Background: an optimization exercise with open tools, aiming at small area, a short achievable clock period and few clock cycles per item. Do not read the settings as production practice.
Where RTL was checked, it was by simulation tests only, not by an equivalence proof against the original.

==> module mmc_s, before the edit <==
module mmc_s(
    input ld, clk,
    input [31:0] i_a, i_b,
    output [31:0] res,
    output done);
    function automatic [32:0] padd32(input [31:0] a, input [31:0] b, input c);
        reg [31:0] t, g, p, g0, p0;
        integer l, i, m;
        begin
            t = a ^ b;
            g0 = a;
            p0 = t;
            g0[0] = t[0] ? c : a[0];
            p0[0] = 1'b0;
            g = g0;
            p = p0;
            for (i = 1; i < 32; i = i + 1) begin
                g[i] = p0[i] ? g0[i - 1] : g0[i];
                p[i] = p0[i] & p0[i - 1];
            end
            for (l = 2; l < 32; l = l * 2)
                for (i = 0; i < 32; i = i + 1)
                    if (i & l) begin
                        m = (i & ~(l - 1)) - 1;
                        g[i] = p[i] ? g[m] : g[i];
                        p[i] = p[i] & p[m];
                    end
            padd32 = {g[31], t ^ {g[30:0], c}};
        end
    endfunction
    reg [31:0] x, y, u, v;
    reg        fy, dn;
    wire px = x[0];
    wire py = y[0] ^ fy;
    wire odd = px & py;
    wire [31:0] ny  = ~y;
    wire        cin = ~fy;
    wire [32:0] sc  = padd32(x, ny, cin);
    wire [32:0] s   = {~sc[32], sc[31:0]};
    wire        neg = s[32];
    wire        fin = &((x ^ ny) ~^ {x[30:0] | ny[30:0], cin});
    wire [31:0] p1  = s[32:1];
    wire [31:0] p2  = {1'b0, s[32:2]};
    wire [31:0] p3  = {2'b0, s[32:3]};
    wire [31:0] n1  = {1'b0, ~s[31:1]};
    wire [31:0] n2  = {2'b0, ~s[31:2]};
    wire [31:0] n3  = {3'b0, ~s[31:3]};
    wire [32:0] uv  = padd32(u, v, 1'b0);
    wire [31:0] sum = uv[31:0];
    function automatic [2:0] amt(input [2:1] l);
        amt = {~l[1] & ~l[2], ~l[1] & l[2], l[1]};
    endfunction
    wire [2:0] yl = y[2:0] ^ {3{fy}};   
    wire [2:0] kd = amt(s[2:1]);        
    wire [2:0] kx = amt(x[2:1]);
    wire [2:0] ky = amt(yl[2:1]);
    wire [2:0] kc = amt(x[2:1] | yl[2:1]);
    wire run  = ~ld & ~dn;
    wire sub  = run & odd;
    wire subx = sub & ~neg;             
    wire suby = sub & neg;              
    wire hb   = run & ~px & ~py;        
    wire hx   = run & ~px & py;         
    wire hy   = run & px & ~py;         
    wire [2:0] xd = {3{subx}} & kd;
    wire [2:0] yd = {3{suby}} & kd;
    wire [2:0] xh = ({3{hx}} & kx) | ({3{hb}} & kc);
    wire [2:0] yh = ({3{hy}} & ky) | ({3{hb}} & kc);
    wire [2:0] ud = xd | ({3{hx}} & kx);    
    wire [2:0] vd = yd | ({3{hy}} & ky);
    wire hold_x = ~(ld | subx | hx | hb);
    wire hold_y = ~(ld | suby | hy | hb);
    wire hold_u = ~(ld | suby | subx | hx);
    wire hold_v = ~(ld | subx | suby | hy);
    always @(posedge clk) begin
        x  <= ({32{ld}} & i_a)
            | ({32{xd[0]}} & p1) | ({32{xd[1]}} & p2) | ({32{xd[2]}} & p3)
            | ({32{xh[0]}} & {1'b0, x[31:1]}) | ({32{xh[1]}} & {2'b0, x[31:2]}) | ({32{xh[2]}} & {3'b0, x[31:3]})
            | ({32{hold_x}} & x);
        y  <= ({32{ld}} & i_b)
            | ({32{yd[0]}} & n1) | ({32{yd[1]}} & n2) | ({32{yd[2]}} & n3)
            | ({32{yh[0]}} & {1'b0, y[31:1]}) | ({32{yh[1]}} & {2'b0, y[31:2]}) | ({32{yh[2]}} & {3'b0, y[31:3]})
            | ({32{hold_y}} & y);
        u  <= ({32{ld}} & i_b) | ({32{suby}} & sum)
            | ({32{ud[0]}} & {u[30:0], 1'b0}) | ({32{ud[1]}} & {u[29:0], 2'b0}) | ({32{ud[2]}} & {u[28:0], 3'b0})
            | ({32{hold_u}} & u);
        v  <= ({32{subx}} & sum)
            | ({32{vd[0]}} & {v[30:0], 1'b0}) | ({32{vd[1]}} & {v[29:0], 2'b0}) | ({32{vd[2]}} & {v[28:0], 3'b0})
            | ({32{hold_v}} & v);
        fy <= suby | (~ld & fy);
        dn <= ~ld & (dn | (sub & fin));
    end
    assign res  = v;
    assign done = dn;
endmodule
clock: 5.5 ns
lec_check: 0
cap_margin: 20
core_margin: 2
core_utilization: 40
setup_slack_margin: 2.5
slew_margin: 20
standard.sh (not shown) runs the stock make flow with config.mk's settings and CLKGATE_MAP_FILE= SYNTH_SCRIPT=/design/flow/synth_recipe.tcl, a recipe that flattens the netlist after the stock synthesis.
==> flow/flow/run.sh <==
#!/bin/bash
# The standard layout (standard.sh, standard synthesis unchanged), with
# the port buffers made buf_2 cells instead of ORFS's default choice (a
# delay buffer); every input and output port still gets its own buffer.
set -o pipefail
cat standard.sh > standard_sh.txt
export BUFFER_PORTS_ARGS="-buffer_cell sky130_fd_sc_hd__buf_2"
bash standard.sh > standard.log 2>&1
Next try:
--- a/flow/design.v
+++ b/flow/design.v
@@ -69,20 +69,22 @@
     wire [2:0] ud = xd | ({3{hx}} & kx);    
     wire [2:0] vd = yd | ({3{hy}} & ky);
     wire hold_x = ~(ld | subx | hx | hb);
     wire hold_y = ~(ld | suby | hy | hb);
     wire hold_u = ~(ld | suby | subx | hx);
     wire hold_v = ~(ld | subx | suby | hy);
+    wire [34:0] bx = sub ? {2'b0, s[32:0]} : {3'b0, x};
+    wire [34:0] by = sub ? {2'b0, ~s[32], ~s[31:0]} : {3'b0, y};
+    wire [2:0]  sx = xd | xh;
+    wire [2:0]  sy = yd | yh;
     always @(posedge clk) begin
         x  <= ({32{ld}} & i_a)
-            | ({32{xd[0]}} & p1) | ({32{xd[1]}} & p2) | ({32{xd[2]}} & p3)
-            | ({32{xh[0]}} & {1'b0, x[31:1]}) | ({32{xh[1]}} & {2'b0, x[31:2]}) | ({32{xh[2]}} & {3'b0, x[31:3]})
+            | ({32{sx[0]}} & bx[32:1]) | ({32{sx[1]}} & bx[33:2]) | ({32{sx[2]}} & bx[34:3])
             | ({32{hold_x}} & x);
         y  <= ({32{ld}} & i_b)
-            | ({32{yd[0]}} & n1) | ({32{yd[1]}} & n2) | ({32{yd[2]}} & n3)
-            | ({32{yh[0]}} & {1'b0, y[31:1]}) | ({32{yh[1]}} & {2'b0, y[31:2]}) | ({32{yh[2]}} & {3'b0, y[31:3]})
+            | ({32{sy[0]}} & by[32:1]) | ({32{sy[1]}} & by[33:2]) | ({32{sy[2]}} & by[34:3])
             | ({32{hold_y}} & y);
         u  <= ({32{ld}} & i_b) | ({32{suby}} & sum)
             | ({32{ud[0]}} & {u[30:0], 1'b0}) | ({32{ud[1]}} & {u[29:0], 2'b0}) | ({32{ud[2]}} & {u[28:0], 3'b0})
             | ({32{hold_u}} & u);
         v  <= ({32{subx}} & sum)
             | ({32{vd[0]}} & {v[30:0], 1'b0}) | ({32{vd[1]}} & {v[29:0], 2'b0}) | ({32{vd[2]}} & {v[28:0], 3'b0})
- The changed run produced a clean layout
- area after synthesis came out lower by 5.3%
- sequential share of layout area rose by 0.22 points
- worst setup slack degrades by 53 ps
- utilization falls by 0.36 points
- via count came out lower by 3.6%
- hold slack gets worse by 29 ps
- first-iteration DRC count went up by 5.9%
- clock skew hardly moves
- final cell count falls by 3.1%
- routed wire length went down by 0.63%
- design area falls by 4.9%
- die area decreases by 5.2%
Testbench counts after the change, summed over its fixed seeds: cycles 8,802, items 1,200.
The RTL of the first run of this note was laid out without a check of its function.

## separate check: timing with driven ports
The results above use ideal ports. As a check the final layouts listed here were re-extracted and re-timed, cells and wires unchanged. Step 1, drivers: a clkbuf_16 drives clk and a buf_2 each remaining input, both assumed. Step 2 also shifts input and output timing later by t, the mid clock arrival at the registers, as if the neighbouring blocks saw the same clock. a / b / c = ideal / step 1 / step 2; a / b = the first two.
run	t, ns	slack for setup (ns)	cell pins on the clock port's net
the first run	0.496	2.207 / 2.207 / 1.928	1
the second run	0.482	2.154 / 2.154 / 1.976	1
After both steps every run listed still meets setup and hold. For the first run, which loses most, drivers alone change the setup slack by 0.000 ns; drivers and shift together by -0.279 ns.
